This is an optimization exercise on Yosys and OpenROAD, whose aim is small area and a short achievable clock period, not a production implementation.
RTL that was checked went through simulation tests only; none was proved equivalent to the original.

==> inputs of v23 <==
// argus_exec
module argus_exec(clk, a, b, alu_op, shamt, mult, div,
                  flip_adder16, flip_adder4, flip_shift, flip_mult, flip_div,
                  alu_result, alu_ne, alu_lt, adder_err, sra_err, sll_err,
                  md_result, md_remainder, md_exception, md_err, md_chk_en);
	input clk;
	input [31:0] a, b;
	input [4:0] alu_op, shamt;
	input mult, div;
	input flip_adder16, flip_adder4, flip_shift, flip_mult, flip_div;
	output reg [31:0] alu_result;
	output reg alu_ne, alu_lt, adder_err, sra_err, sll_err;
	output [31:0] md_result;
	output reg [31:0] md_remainder;
	output reg md_exception, md_chk_en;
	output md_err;
	parameter J = 5;     
	wire [31:0] n0;
	wire [15:0] d0;
	abs_val #(32) u_an(.x(a), .y(n0));
	abs_val #(16) u_ad(.x(b[15:0]), .y(d0));
	wire [14:0] r0 [32-J:32];
	assign r0[32] = 15'd0;
	wire [31:32-J] q0;
	genvar i;
	generate for (i = 31; i >= 32 - J; i = i - 1) begin : s1
		div_stage #(.I(i)) st(.rin(r0[i+1]), .n(n0[i]), .D(d0), .rout(r0[i]), .q(q0[i]));
	end endgenerate
  ...
==> module div_stage, before the edit <==
module div_stage(rin, n, D, rout, q);
	parameter I = 31;
	localparam W = (32 - I) < 16 ? (32 - I) : 16;
	input [14:0] rin;
	input n;
	input [15:0] D;
	output [14:0] rout;
	output q;
	wire [W-1:0] t;
	generate if (W > 1) begin : wide
		assign t = {rin[W-2:0], n};
	end else begin : one
		assign t = n;
	end endgenerate
	wire [W-1:0] Dw = D[W-1:0];
	wire [W-1:0] g0 = ~t & Dw;
	wire [W-1:0] p0 = ~(t ^ Dw);
	localparam L = (W > 8) ? 4 : (W > 4) ? 3 : (W > 2) ? 2 : (W > 1) ? 1 : 0;
	wire [W-1:0] G [0:L];
	wire [W-1:0] P [0:L];
	assign G[0] = g0;
	assign P[0] = p0;
	genvar l, j;
	generate for (l = 0; l < L; l = l + 1) begin : lv
		for (j = 0; j < W; j = j + 1) begin : b
			if (((j >> l) & 1) == 1) begin : m
				assign G[l+1][j] = G[l][j] | (P[l][j] & G[l][((j >> l) << l) - 1]);
				assign P[l+1][j] = P[l][j] & P[l][((j >> l) << l) - 1];
			end else begin : c
				assign G[l+1][j] = G[l][j];
				assign P[l+1][j] = P[l][j];
			end
		end
	end endgenerate
	wire [W-1:0] bin;    
	generate if (W > 1) begin : bw
		assign bin = {G[L][W-2:0], 1'b0};
	end else begin : b1
		assign bin = 1'b0;
	end endgenerate
	wire hi_nz;
	generate if (W < 16) begin : nz
		assign hi_nz = |D[15:W];
	end else begin : z
		assign hi_nz = 1'b0;
	end endgenerate
	wire lt = hi_nz | G[L][W-1];
	assign q = ~lt;
	wire [W-1:0] d = ~p0 ^ bin;
	wire [W-1:0] rn = lt ? t : d;
	generate if (W < 16) begin : pad
		assign rout = {{(15-W){1'b0}}, rn};
	end else begin : trunc
		assign rout = rn[14:0];
	end endgenerate
endmodule
==> module argus_exec, before the edit <==
module argus_exec(clk, a, b, alu_op, shamt, mult, div,
                  flip_adder16, flip_adder4, flip_shift, flip_mult, flip_div,
                  alu_result, alu_ne, alu_lt, adder_err, sra_err, sll_err,
                  md_result, md_remainder, md_exception, md_err, md_chk_en);
	input clk;
	input [31:0] a, b;
	input [4:0] alu_op, shamt;
	input mult, div;
	input flip_adder16, flip_adder4, flip_shift, flip_mult, flip_div;
	output reg [31:0] alu_result;
	output reg alu_ne, alu_lt, adder_err, sra_err, sll_err;
	output [31:0] md_result;
	output reg [31:0] md_remainder;
	output reg md_exception, md_chk_en;
	output md_err;
	parameter J = 5;     
	wire [31:0] n0;
	wire [15:0] d0;
	abs_val #(32) u_an(.x(a), .y(n0));
	abs_val #(16) u_ad(.x(b[15:0]), .y(d0));
	wire [14:0] r0 [32-J:32];
	assign r0[32] = 15'd0;
	wire [31:32-J] q0;
	genvar i;
	generate for (i = 31; i >= 32 - J; i = i - 1) begin : s1
		div_stage #(.I(i)) st(.rin(r0[i+1]), .n(n0[i]), .D(d0), .rout(r0[i]), .q(q0[i]));
	end endgenerate
	reg [31:0] a_q, b_q;
	reg [4:0] op_q, shamt_q;
	reg mult_q, div_q;
	reg f_add16_q, f_add4_q, f_shift_q, f_mult_q, f_div_q;
	reg [J-1:0] dr_q;         
	reg [31:32-J] dq_q;       
	reg [31-J:0] dn_q;        
	reg [15:0] dd_q;          
	reg dz_q, dsg_q;          
	always @(posedge clk) begin
		a_q <= a;
		b_q <= b;
		op_q <= alu_op;
		shamt_q <= shamt;
		mult_q <= mult;
		div_q <= div;
		f_add16_q <= flip_adder16;
		f_add4_q <= flip_adder4;
		f_shift_q <= flip_shift;
		f_mult_q <= flip_mult;
		f_div_q <= flip_div;
		dr_q <= r0[32-J][J-1:0];
		dq_q <= q0;
		dn_q <= n0[31-J:0];
		dd_q <= d0;
		dz_q <= (b[15:0] == 16'd0);
		dsg_q <= a[31] ^ b[15];
	end
	wire [31:0] alu_res_x;
	wire alu_ne_x, alu_lt_x, adder_err_x, sra_err_x, sll_err_x;
	alu_unit u_alu(.A(a_q), .B(b_q), .op(op_q), .shamt(shamt_q),
	               .f16(f_add16_q), .f4(f_add4_q), .fsh(f_shift_q),
	               .result(alu_res_x), .ne(alu_ne_x), .lt(alu_lt_x),
	               .adder_err(adder_err_x), .sra_err(sra_err_x), .sll_err(sll_err_x));
	wire [31:0] prod;
	wire ovf;
	booth_mult u_mul(.A(a_q), .B(b_q[15:0]), .flip(f_mult_q), .prod(prod), .ovf(ovf));
	wire [14:0] r1 [0:32-J];
	assign r1[32-J] = {{(15-J){1'b0}}, dr_q};
	wire [31-J:0] q1;
	generate for (i = 31 - J; i >= 0; i = i - 1) begin : s2
		div_stage #(.I(i)) st(.rin(r1[i+1]), .n(dn_q[i]), .D(dd_q), .rout(r1[i]), .q(q1[i]));
	end endgenerate
	wire [31:0] nmag = {dr_q, dn_q};
	wire [31:0] qq = dz_q ? {31'h7fffffff, ~nmag[31]} : {dq_q, q1};
	wire [31:0] rem_x = dz_q ? nmag : {17'd0, r1[0]};
	wire monly = mult_q & ~div_q;
	wire donly = div_q & ~mult_q;
	wire [4:0] ra_x, rb_x, rpr_x, rqh_x, rn_x;
	res31 u_ra(.x(a_q), .r(ra_x));
	res31 u_rb(.x({16'd0, b_q[15:0]}), .r(rb_x));
	res31 u_rp(.x({prod[31:5], 5'd0}), .r(rpr_x));
	res31 u_rq(.x({dq_q, q1[31-J:5], 5'd0}), .r(rqh_x));
	res31 u_rn(.x(nmag), .r(rn_x));
	wire neg_x = donly & dsg_q;
	wire [4:0] rp_x = monly ? rpr_x : (dz_q ? 5'd3 : rqh_x);
	wire [4:0] c_x, m_x;
	residue_pre u_rpre(.rA(ra_x), .rB(rb_x), .rP(rp_x), .monly(monly), .donly(donly),
	                   .div(div_q), .neg(neg_x), .c(c_x), .m(m_x));
	reg [31:0] pre_q;         
	reg zero_q, neg_q, fdb_q, div2_q, pz_q, dz2_q;
	reg [4:0] rb_q, rn_q, c_q, m_q;
	always @(posedge clk) begin
		alu_result <= alu_res_x;
		alu_ne <= alu_ne_x;
		alu_lt <= alu_lt_x;
		adder_err <= adder_err_x;
		sra_err <= sra_err_x;
		sll_err <= sll_err_x;
		pre_q <= monly ? prod : qq;
		zero_q <= ~(monly | donly);
		neg_q <= neg_x;
		fdb_q <= donly & f_div_q;
		div2_q <= div_q;
		md_remainder <= rem_x;
		md_exception <= (div_q & dz_q) | (mult_q & ovf);
		md_chk_en <= mult_q | div_q;
		rb_q <= rb_x;
		rn_q <= rn_x;
		c_q <= c_x;
		m_q <= m_x;
		pz_q <= ~dz_q & ~(|{dq_q, q1});
		dz2_q <= dz_q;
	end
	wire [31:0] negpre = -pre_q;
	assign md_result = zero_q ? 32'd0 : ((neg_q ? negpre : pre_q) ^ {29'd0, fdb_q, 2'd0});
	wire b2 = neg_q ? (pre_q[2] ^ (pre_q[1] | pre_q[0])) : pre_q[2];
	residue_post u_rpost(.c(c_q), .m(m_q), .pl(pre_q[4:0]), .rB(rb_q),
	                     .k4(neg_q & ~pz_q), .kf(fdb_q), .kneg(b2),
	                     .rem(md_remainder), .rn(rn_q), .dz(dz2_q), .div(div2_q), .err(md_err));
endmodule
clock: 250.0 ns
lec_check: 0
abc_area: 1
cap_margin: 50
core_margin: 2
core_utilization: 40
cts_buf_list: sky130_fd_sc_hd__clkbuf_4 sky130_fd_sc_hd__clkbuf_8 sky130_fd_sc_hd__clkbuf_16
cts_cluster_diameter: 60
cts_cluster_size: 12
slew_margin: 70
run.sh (not shown) runs the stock make flow with config.mk's settings and CLKGATE_MAP_FILE= SYNTH_SCRIPT=/design/flow/synth_recipe.tcl, a recipe that flattens the netlist after the stock synthesis.
==> v37: changes against v23 <==
--- a/flow/design.v
+++ b/flow/design.v
@@ -27,26 +27,33 @@
 	wire [4:0] sh = {shamt[4:1], shamt[0] ^ fsh};
 	wire [31:0] Ar;
 	genvar i;
 	generate for (i = 0; i < 32; i = i + 1) begin : rv
 		assign Ar[i] = A[31 - i];
 	end endgenerate
 	wire [31:0] X = op[0] ? A : Ar;
 	wire fill = op[0] & A[31];
-	wire [31:0] Y = $signed({fill, X}) >>> sh;
+	wire [31:0] Y0 = sh[0] ? {fill, X[31:1]} : X;
+	wire [31:0] Y1 = sh[1] ? {{2{fill}}, Y0[31:2]} : Y0;
+	wire [31:0] Y2 = sh[2] ? {{4{fill}}, Y1[31:4]} : Y1;
+	wire [31:0] Y3 = sh[3] ? {{8{fill}}, Y2[31:8]} : Y2;
+	wire [31:0] Y = sh[4] ? {{16{fill}}, Y3[31:16]} : Y3;
 	wire [31:0] Yr;
 	generate for (i = 0; i < 32; i = i + 1) begin : rv2
 		assign Yr[i] = Y[31 - i];
 	end endgenerate
-	assign result = (op == 5'd0 || op == 5'd1) ? S :
-	                (op == 5'd2) ? (A & B) :
-	                (op == 5'd3) ? (A | B) :
-	                (op == 5'd4) ? Yr :
-	                (op == 5'd5) ? Y : 32'd0;
+	wire hi0 = (op[4:3] == 2'b00);
+	wire s_add = hi0 & (op[2:1] == 2'b00);
+	wire s_and = hi0 & (op[2:0] == 3'd2);
+	wire s_or = hi0 & (op[2:0] == 3'd3);
+	wire s_sll = hi0 & (op[2:0] == 3'd4);
+	wire s_sra = hi0 & (op[2:0] == 3'd5);
+	assign result = ({32{s_add}} & S) | ({32{s_and}} & (A & B)) | ({32{s_or}} & (A | B)) |
+	                ({32{s_sll}} & Yr) | ({32{s_sra}} & Y);
 	wire [30:0] E = A[30:0] ^ A[31:1];
 	wire [31:0] PZ, PE;      
 	wire [30:0] SE;          
 	assign PZ[0] = A[0];
 	assign PE[0] = E[0];
 	assign SE[30] = E[30];
 	generate for (i = 1; i < 32; i = i + 1) begin : pz
 		assign PZ[i] = PZ[i-1] | A[i];
@@ -182,49 +189,61 @@
 	input [4:0] rA, rB, rP;
 	input monly, donly, div, neg;
 	output [4:0] c, m;
 	wire [4:0] ab, pb;
 	mul31 u_ab(rA, rB, ab);
 	mul31 u_pb(rP, rB, pb);
 	wire [4:0] t1 = donly ? (neg ? ~pb : pb) : (div ? 5'd0 : ab);
 	wire [4:0] t2 = monly ? ~rP : (div ? ~rA : 5'd0);
-	wire [5:0] t = {1'b0, t1} + {1'b0, t2};
+	wire [4:0] t3 = div ? 5'd27 : 5'd0;
+	wire [4:0] u1, u2;
+	csa31 a1(t1, t2, t3, u1, u2);
+	wire [5:0] t = {1'b0, u1} + {1'b0, u2};
 	assign c = t[4:0] + {4'd0, t[5]};
 	assign m = monly ? 5'd30 : donly ? (neg ? ~rB : rB) : 5'd0;
 endmodule
-module residue_post(c, m, pl, rB, k4, kf, kneg, rem, rn, dz, div, err);
-	input [4:0] c, m, pl, rB, rn;
-	input k4, kf, kneg, dz, div;
-	input [31:0] rem;
-	output err;
-	wire [4:0] q0 = pl[0] ? m : 5'd0;
+module residue_mid(c, m, pl, r, rn, dz, div, cs, cc, ms, mc);
+	input [4:0] c, m, rn;
+	input [4:1] pl;
+	input [14:0] r;
+	input dz, div;
+	output [4:0] cs, cc, ms, mc;
 	wire [4:0] q1 = pl[1] ? {m[3:0], m[4]} : 5'd0;
 	wire [4:0] q2 = pl[2] ? {m[2:0], m[4:3]} : 5'd0;
 	wire [4:0] q3 = pl[3] ? {m[1:0], m[4:2]} : 5'd0;
 	wire [4:0] q4 = pl[4] ? {m[0], m[4:1]} : 5'd0;
+	wire [4:0] s1, c1, s2, c2;
+	csa31 a1(q1, q2, q3, s1, c1);
+	csa31 a2(q4, c, s1, s2, c2);
+	csa31 a3(s2, c2, c1, cs, cc);
+	wire [4:0] t1, t2;
+	csa31 a4(r[4:0], r[9:5], r[14:10], t1, t2);
+	assign ms = ~div ? 5'd0 : dz ? rn : t1;
+	assign mc = (~div | dz) ? 5'd0 : t2;
+endmodule
+module residue_post(cs, cc, ms, mc, m, p0, rB, k4, kf, kneg, remz, err);
+	input [4:0] cs, cc, ms, mc, m, rB;
+	input p0, k4, kf, kneg, remz;
+	output err;
+	wire [4:0] q0 = p0 ? m : 5'd0;
 	wire [4:0] b4 = {rB[2:0], rB[4:3]};
-	wire [4:0] e1 = k4 ? b4 : 5'd0;
-	wire [4:0] e2 = kf ? (kneg ? ~b4 : b4) : 5'd0;
-	wire [4:0] m0 = ~div ? 5'd0 : dz ? rn : rem[4:0];
-	wire [4:0] m1 = (~div | dz) ? 5'd0 : rem[9:5];
-	wire [4:0] m2 = (~div | dz) ? 5'd0 : rem[14:10];
-	wire [4:0] n4 = (div & (|rem)) ? 5'd27 : 5'd0;
-	wire [4:0] s1, c1, s2, c2, s3, c3, s4, c4, s5, c5, s6, c6, s7, c7, s8, c8, s9, c9, s10, c10;
-	csa31 a1(q0, q1, q2, s1, c1);
-	csa31 a2(q3, q4, c, s2, c2);
-	csa31 a3(m0, m1, m2, s3, c3);
-	csa31 a4(s1, c1, s2, s4, c4);
-	csa31 a5(c2, s3, c3, s5, c5);
-	csa31 a6(e1, e2, n4, s6, c6);
-	csa31 a7(s4, c4, s5, s7, c7);
-	csa31 a8(c5, s6, c6, s8, c8);
-	csa31 a9(s7, c7, s8, s9, c9);
-	csa31 a10(s9, c9, c8, s10, c10);
-	assign err = ~(((s10 ^ c10) == 5'd31) | ((s10 | c10) == 5'd0) | ((s10 & c10) == 5'd31));
+	wire [4:0] b8 = {rB[1:0], rB[4:2]};
+	wire [4:0] e0 = kf ? (k4 ? b8 : b4) : (k4 ? b4 : 5'd0);    
+	wire [4:0] e1 = kf ? (k4 ? 5'd0 : ~b4) : (k4 ? b4 : 5'd0);  
+	wire [4:0] e = kneg ? e1 : e0;
+	wire [4:0] s1, c1, s2, c2, s3, c3, s4, c4, s5, c5;
+	csa31 a1(cs, cc, ms, s1, c1);
+	csa31 a2(mc, q0, s1, s2, c2);
+	csa31 a3(c1, s2, c2, s3, c3);
+	csa31 a4(s3, c3, e, s4, c4);
+	csa31 a5(s4, c4, 5'd4, s5, c5);
+	wire z0 = ((s4 ^ c4) == 5'd31) | ((s4 | c4) == 5'd0) | ((s4 & c4) == 5'd31);
+	wire z4 = ((s5 ^ c5) == 5'd31) | ((s5 | c5) == 5'd0) | ((s5 & c5) == 5'd31);
+	assign err = ~(remz ? z4 : z0);
 endmodule
 module res31(x, r);
 	input [31:0] x;
 	output [4:0] r;
 	function [9:0] csa;
 		input [4:0] a, b, c;
 		reg [4:0] m;
 		begin
@@ -250,17 +269,18 @@
 	input mult, div;
 	input flip_adder16, flip_adder4, flip_shift, flip_mult, flip_div;
 	output reg [31:0] alu_result;
 	output reg alu_ne, alu_lt, adder_err, sra_err, sll_err;
 	output [31:0] md_result;
 	output reg [31:0] md_remainder;
 	output reg md_exception, md_chk_en;
 	output md_err;
-	parameter J = 5;     
+	parameter J = 3;     
+	parameter R = 2;     
 	wire [31:0] n0;
 	wire [15:0] d0;
 	abs_val #(32) u_an(.x(a), .y(n0));
 	abs_val #(16) u_ad(.x(b[15:0]), .y(d0));
 	wire [14:0] r0 [32-J:32];
 	assign r0[32] = 15'd0;
 	wire [31:32-J] q0;
 	genvar i;
@@ -268,100 +288,106 @@
 		div_stage #(.I(i)) st(.rin(r0[i+1]), .n(n0[i]), .D(d0), .rout(r0[i]), .q(q0[i]));
 	end endgenerate
 	reg [31:0] a_q, b_q;
 	reg [4:0] op_q, shamt_q;
 	reg mult_q, div_q;
 	reg f_add16_q, f_add4_q, f_shift_q, f_mult_q, f_div_q;
 	reg [J-1:0] dr_q;         
 	reg [31:32-J] dq_q;       
-	reg [31-J:0] dn_q;        
+	reg [31-J:32-J-R] dn_q;   
 	reg [15:0] dd_q;          
 	reg dz_q, dsg_q;          
 	always @(posedge clk) begin
 		a_q <= a;
 		b_q <= b;
 		op_q <= alu_op;
 		shamt_q <= shamt;
 		mult_q <= mult;
 		div_q <= div;
 		f_add16_q <= flip_adder16;
 		f_add4_q <= flip_adder4;
 		f_shift_q <= flip_shift;
 		f_mult_q <= flip_mult;
 		f_div_q <= flip_div;
 		dr_q <= r0[32-J][J-1:0];
 		dq_q <= q0;
-		dn_q <= n0[31-J:0];
+		dn_q <= n0[31-J:32-J-R];
 		dd_q <= d0;
 		dz_q <= (b[15:0] == 16'd0);
 		dsg_q <= a[31] ^ b[15];
 	end
 	wire [31:0] alu_res_x;
 	wire alu_ne_x, alu_lt_x, adder_err_x, sra_err_x, sll_err_x;
 	alu_unit u_alu(.A(a_q), .B(b_q), .op(op_q), .shamt(shamt_q),
 	               .f16(f_add16_q), .f4(f_add4_q), .fsh(f_shift_q),
 	               .result(alu_res_x), .ne(alu_ne_x), .lt(alu_lt_x),
 	               .adder_err(adder_err_x), .sra_err(sra_err_x), .sll_err(sll_err_x));
 	wire [31:0] prod;
 	wire ovf;
 	booth_mult u_mul(.A(a_q), .B(b_q[15:0]), .flip(f_mult_q), .prod(prod), .ovf(ovf));
 	wire [14:0] r1 [0:32-J];
 	assign r1[32-J] = {{(15-J){1'b0}}, dr_q};
 	wire [31-J:0] q1;
+	wire [31:0] n1;
+	abs_val #(32) u_an1(.x(a_q), .y(n1));
+	wire [31-J:0] dn = {dn_q, n1[31-J-R:0]};
 	generate for (i = 31 - J; i >= 0; i = i - 1) begin : s2
-		div_stage #(.I(i)) st(.rin(r1[i+1]), .n(dn_q[i]), .D(dd_q), .rout(r1[i]), .q(q1[i]));
+		div_stage #(.I(i)) st(.rin(r1[i+1]), .n(dn[i]), .D(dd_q), .rout(r1[i]), .q(q1[i]));
 	end endgenerate
-	wire [31:0] nmag = {dr_q, dn_q};
+	wire [31:0] nmag = {dr_q, dn};
 	wire [31:0] qq = dz_q ? {31'h7fffffff, ~nmag[31]} : {dq_q, q1};
 	wire [31:0] rem_x = dz_q ? nmag : {17'd0, r1[0]};
 	wire monly = mult_q & ~div_q;
 	wire donly = div_q & ~mult_q;
-	wire [4:0] ra_x, rb_x, rpr_x, rqh_x, rn_x;
+	wire [4:0] ra_x, rb_x, rp_x;
+	wire [31:0] pre_x = monly ? prod : qq;
 	res31 u_ra(.x(a_q), .r(ra_x));
 	res31 u_rb(.x({16'd0, b_q[15:0]}), .r(rb_x));
-	res31 u_rp(.x({prod[31:5], 5'd0}), .r(rpr_x));
-	res31 u_rq(.x({dq_q, q1[31-J:5], 5'd0}), .r(rqh_x));
-	res31 u_rn(.x(nmag), .r(rn_x));
+	res31 u_rp(.x({pre_x[31:5], 5'd0}), .r(rp_x));
+	wire [5:0] rna = {1'b0, ~ra_x} + 6'd4;
+	wire [4:0] rn_x = a_q[31] ? (rna[4:0] + {4'd0, rna[5]}) : ra_x;
 	wire neg_x = donly & dsg_q;
-	wire [4:0] rp_x = monly ? rpr_x : (dz_q ? 5'd3 : rqh_x);
-	wire [4:0] c_x, m_x;
+	wire [4:0] c_x, m_x, cs_x, cc_x, ms_x, mc_x;
 	residue_pre u_rpre(.rA(ra_x), .rB(rb_x), .rP(rp_x), .monly(monly), .donly(donly),
 	                   .div(div_q), .neg(neg_x), .c(c_x), .m(m_x));
+	residue_mid u_rmid(.c(c_x), .m(m_x), .pl(pre_x[4:1]), .r(r1[0]), .rn(rn_x),
+	                   .dz(dz_q), .div(div_q), .cs(cs_x), .cc(cc_x), .ms(ms_x), .mc(mc_x));
 	reg [31:0] pre_q;         
-	reg zero_q, neg_q, fdb_q, div2_q, pz_q, dz2_q;
-	reg [4:0] rb_q, rn_q, c_q, m_q;
+	reg zero_q, neg_q, fdb_q, div2_q, pz_q;
+	reg [4:0] rb_q, m_q, cs_q, cc_q, ms_q, mc_q;
 	always @(posedge clk) begin
 		alu_result <= alu_res_x;
 		alu_ne <= alu_ne_x;
 		alu_lt <= alu_lt_x;
 		adder_err <= adder_err_x;
 		sra_err <= sra_err_x;
 		sll_err <= sll_err_x;
-		pre_q <= monly ? prod : qq;
+		pre_q <= pre_x;
 		zero_q <= ~(monly | donly);
 		neg_q <= neg_x;
 		fdb_q <= donly & f_div_q;
 		div2_q <= div_q;
 		md_remainder <= rem_x;
 		md_exception <= (div_q & dz_q) | (mult_q & ovf);
 		md_chk_en <= mult_q | div_q;
 		rb_q <= rb_x;
-		rn_q <= rn_x;
-		c_q <= c_x;
 		m_q <= m_x;
+		cs_q <= cs_x;
+		cc_q <= cc_x;
+		ms_q <= ms_x;
+		mc_q <= mc_x;
 		pz_q <= ~dz_q & ~(|{dq_q, q1});
-		dz2_q <= dz_q;
 	end
 	wire [31:0] negpre = -pre_q;
 	assign md_result = zero_q ? 32'd0 : ((neg_q ? negpre : pre_q) ^ {29'd0, fdb_q, 2'd0});
 	wire b2 = neg_q ? (pre_q[2] ^ (pre_q[1] | pre_q[0])) : pre_q[2];
-	residue_post u_rpost(.c(c_q), .m(m_q), .pl(pre_q[4:0]), .rB(rb_q),
-	                     .k4(neg_q & ~pz_q), .kf(fdb_q), .kneg(b2),
-	                     .rem(md_remainder), .rn(rn_q), .dz(dz2_q), .div(div2_q), .err(md_err));
+	residue_post u_rpost(.cs(cs_q), .cc(cc_q), .ms(ms_q), .mc(mc_q), .m(m_q), .p0(pre_q[0]),
+	                     .rB(rb_q), .k4(neg_q & ~pz_q), .kf(fdb_q), .kneg(b2),
+	                     .remz(div2_q & ~(|md_remainder)), .err(md_err));
 endmodule
 module abs_val(x, y);
 	parameter W = 32;
 	localparam L = (W > 16) ? 5 : (W > 8) ? 4 : (W > 4) ? 3 : 2;
 	input [W-1:0] x;
 	output [W-1:0] y;
 	wire [W-1:0] o [0:L];
 	assign o[0] = x;
==> flow/flow/run.sh (new file) <==
#!/bin/bash
set -euo pipefail
export BUFFER_PORTS_ARGS="-buffer_cell sky130_fd_sc_hd__buf_1"
bash standard.sh finish > standard_flow.log 2>&1
==> flow/standard.sh (new file) <==
#!/bin/bash
# synth_recipe.tcl (not shown) runs the flow's synth.tcl, then flattens the netlist and writes it again
# the make line also repeats each setting of config.mk as NAME=value (left out here)
make -C /OpenROAD-flow-scripts/flow DESIGN_CONFIG=/design/flow/config.mk WORK_HOME=/design/flow/orfs CLKGATE_MAP_FILE= SYNTH_SCRIPT=/design/flow/synth_recipe.tcl "${@:-finish}"
- CORE_UTILIZATION: 40 -> 50
- PLACE_DENSITY: unset -> 0.72
removed: flow/run.sh
==> v17: changes against v23 <==
--- a/flow/design.v
+++ b/flow/design.v
@@ -109,52 +109,26 @@
 	output [14:0] rout;
 	output q;
 	wire [W-1:0] t;
 	generate if (W > 1) begin : wide
 		assign t = {rin[W-2:0], n};
 	end else begin : one
 		assign t = n;
 	end endgenerate
-	wire [W-1:0] Dw = D[W-1:0];
-	wire [W-1:0] g0 = ~t & Dw;
-	wire [W-1:0] p0 = ~(t ^ Dw);
-	localparam L = (W > 8) ? 4 : (W > 4) ? 3 : (W > 2) ? 2 : (W > 1) ? 1 : 0;
-	wire [W-1:0] G [0:L];
-	wire [W-1:0] P [0:L];
-	assign G[0] = g0;
-	assign P[0] = p0;
-	genvar l, j;
-	generate for (l = 0; l < L; l = l + 1) begin : lv
-		for (j = 0; j < W; j = j + 1) begin : b
-			if (((j >> l) & 1) == 1) begin : m
-				assign G[l+1][j] = G[l][j] | (P[l][j] & G[l][((j >> l) << l) - 1]);
-				assign P[l+1][j] = P[l][j] & P[l][((j >> l) << l) - 1];
-			end else begin : c
-				assign G[l+1][j] = G[l][j];
-				assign P[l+1][j] = P[l][j];
-			end
-		end
-	end endgenerate
-	wire [W-1:0] bin;    
-	generate if (W > 1) begin : bw
-		assign bin = {G[L][W-2:0], 1'b0};
-	end else begin : b1
-		assign bin = 1'b0;
-	end endgenerate
+	wire [W:0] d = {1'b0, t} - {1'b0, D[W-1:0]};
 	wire hi_nz;
 	generate if (W < 16) begin : nz
 		assign hi_nz = |D[15:W];
 	end else begin : z
 		assign hi_nz = 1'b0;
 	end endgenerate
-	wire lt = hi_nz | G[L][W-1];
+	wire lt = hi_nz | d[W];
 	assign q = ~lt;
-	wire [W-1:0] d = ~p0 ^ bin;
-	wire [W-1:0] rn = lt ? t : d;
+	wire [W-1:0] rn = lt ? t : d[W-1:0];
 	generate if (W < 16) begin : pad
 		assign rout = {{(15-W){1'b0}}, rn};
 	end else begin : trunc
 		assign rout = rn[14:0];
 	end endgenerate
 endmodule
 module csa31(x, y, z, s, c);
 	input [4:0] x, y, z;
==> v14: changes against v23 <==
--- a/flow/design.v
+++ b/flow/design.v
@@ -310,38 +310,38 @@
 	generate for (i = 31 - J; i >= 0; i = i - 1) begin : s2
 		div_stage #(.I(i)) st(.rin(r1[i+1]), .n(dn_q[i]), .D(dd_q), .rout(r1[i]), .q(q1[i]));
 	end endgenerate
 	wire [31:0] nmag = {dr_q, dn_q};
 	wire [31:0] qq = dz_q ? {31'h7fffffff, ~nmag[31]} : {dq_q, q1};
 	wire [31:0] rem_x = dz_q ? nmag : {17'd0, r1[0]};
 	wire monly = mult_q & ~div_q;
 	wire donly = div_q & ~mult_q;
-	wire [4:0] ra_x, rb_x, rpr_x, rqh_x, rn_x;
+	wire [4:0] ra_x, rb_x, rp_x;
+	wire [31:0] pre_x = monly ? prod : qq;
 	res31 u_ra(.x(a_q), .r(ra_x));
 	res31 u_rb(.x({16'd0, b_q[15:0]}), .r(rb_x));
-	res31 u_rp(.x({prod[31:5], 5'd0}), .r(rpr_x));
-	res31 u_rq(.x({dq_q, q1[31-J:5], 5'd0}), .r(rqh_x));
-	res31 u_rn(.x(nmag), .r(rn_x));
+	res31 u_rp(.x({pre_x[31:5], 5'd0}), .r(rp_x));
+	wire [5:0] rna = {1'b0, ~ra_x} + 6'd4;
+	wire [4:0] rn_x = a_q[31] ? (rna[4:0] + {4'd0, rna[5]}) : ra_x;
 	wire neg_x = donly & dsg_q;
-	wire [4:0] rp_x = monly ? rpr_x : (dz_q ? 5'd3 : rqh_x);
 	wire [4:0] c_x, m_x;
 	residue_pre u_rpre(.rA(ra_x), .rB(rb_x), .rP(rp_x), .monly(monly), .donly(donly),
 	                   .div(div_q), .neg(neg_x), .c(c_x), .m(m_x));
 	reg [31:0] pre_q;         
 	reg zero_q, neg_q, fdb_q, div2_q, pz_q, dz2_q;
 	reg [4:0] rb_q, rn_q, c_q, m_q;
 	always @(posedge clk) begin
 		alu_result <= alu_res_x;
 		alu_ne <= alu_ne_x;
 		alu_lt <= alu_lt_x;
 		adder_err <= adder_err_x;
 		sra_err <= sra_err_x;
 		sll_err <= sll_err_x;
-		pre_q <= monly ? prod : qq;
+		pre_q <= pre_x;
 		zero_q <= ~(monly | donly);
 		neg_q <= neg_x;
 		fdb_q <= donly & f_div_q;
 		div2_q <= div_q;
 		md_remainder <= rem_x;
 		md_exception <= (div_q & dz_q) | (mult_q & ovf);
 		md_chk_en <= mult_q | div_q;
 		rb_q <= rb_x;
==> flow_summary.json <==
{
  "status": "complete, no violations",
  "well_tap_count": 1650,
  "synth_cell_types": 70,
  "layout_common_cells": "nand2_1, inv_1, ha_1",
  "num_vias": 49430,
  "die-area_sq_um": 130000,
  "wl_met1_mm": 85.99,
  "seq_cells": 263,
  "use_met1_pct": 39.81,
  "fillers": 12970,
  "final_cells": 8947
}
the above is filed under v17

==> flow_summary.json <==
{
  "syn2layout_area_growth_pct": 11.79,
  "dp_slack_ns": 190.83,
  "layout_common_cells": "nand2_1, inv_1, ha_1",
  "synth_top_area_cell": "fa_1",
  "finalCoreUtilization_pct": 45.23,
  "grt_pass1_wl_mm": 259.0,
  "arrival_ns": 58.92,
  "cts_resized": 0,
  "status": "complete, no violations",
  "drv_slew": 0,
  "synthXorXnorAreaFrac_pct": 10.34,
  "clkSinkCount": 263,
  "wl_met1_mm": 72.72,
  "die-area_sq_um": 122500,
  "num_vias": 44710,
  "top_layer": "met5",
  "fillers": 11990
}
the above is filed under v14

==> flow_summary.json <==
{
  "status": "complete, no violations",
  "seq_cells": 244,
  "final_cells": 7866,
  "synthXorXnorAreaFrac_pct": 10.39,
  "layout_common_cells": "nand2_1, inv_1, ha_1",
  "synth_cell_types": 59,
  "well_tap_count": 1265,
  "num_vias": 45970,
  "wl_met1_mm": 67.23,
  "use_met1_pct": 43.01,
  "root_buffer": "clkbuf_16",
  "synthSimpleGateAreaFrac_pct": 22.35
}
the above is filed under v37

==> flow_summary.json <==
{
  "use_met1_pct": 37.19,
  "num_vias": 46450,
  "synth_cell_types": 69,
  "wl_met1_mm": 75.76,
  "well_tap_count": 1637,
  "fillers": 12440,
  "status": "complete, no violations",
  "die-area_sq_um": 127000,
  "final_cells": 8487
}
the above is filed under v23

Function not checked in v23 and v17: the RTL went through the layout flow alone.

## static timing again, ports no longer ideal
In the flow no input, the clock included, has a driving cell. The finished layouts below were timed again as built, in two steps. Step 1 sets driving cells, clkbuf_16 on the clock port and buf_2 on the other inputs (assumed; they add their load-dependent delay and slew). Step 2 also shifts input and output timing later by t, the mid clock arrival at the registers, as if the neighbouring blocks saw the same clock. Three values: ideal ports, drivers, drivers and shift; two values: the first two.
| run | t (ns) | setup WS [ns] | worst setup path at the end | latest minus earliest clock arrival (ns) |
|---|---|---|---|---|
| v23 | 0.686 | 192.391 / 192.445 / 191.759 | input to register | 0.040 / 0.040 |
| v37 | 0.689 | 195.428 / 195.351 / 195.192 | input to register | 0.048 / 0.048 |
| v17 | 0.681 | 192.295 / 192.340 / 191.659 | input to register | 0.041 / 0.041 |
| v14 | 0.647 | 191.543 / 191.590 / 190.943 | input to register | 0.037 / 0.038 |
After both steps every run listed still meets setup and hold. The setup slack of v17, which loses most, moves by +0.045 ns with the drivers and by -0.636 ns with both steps.
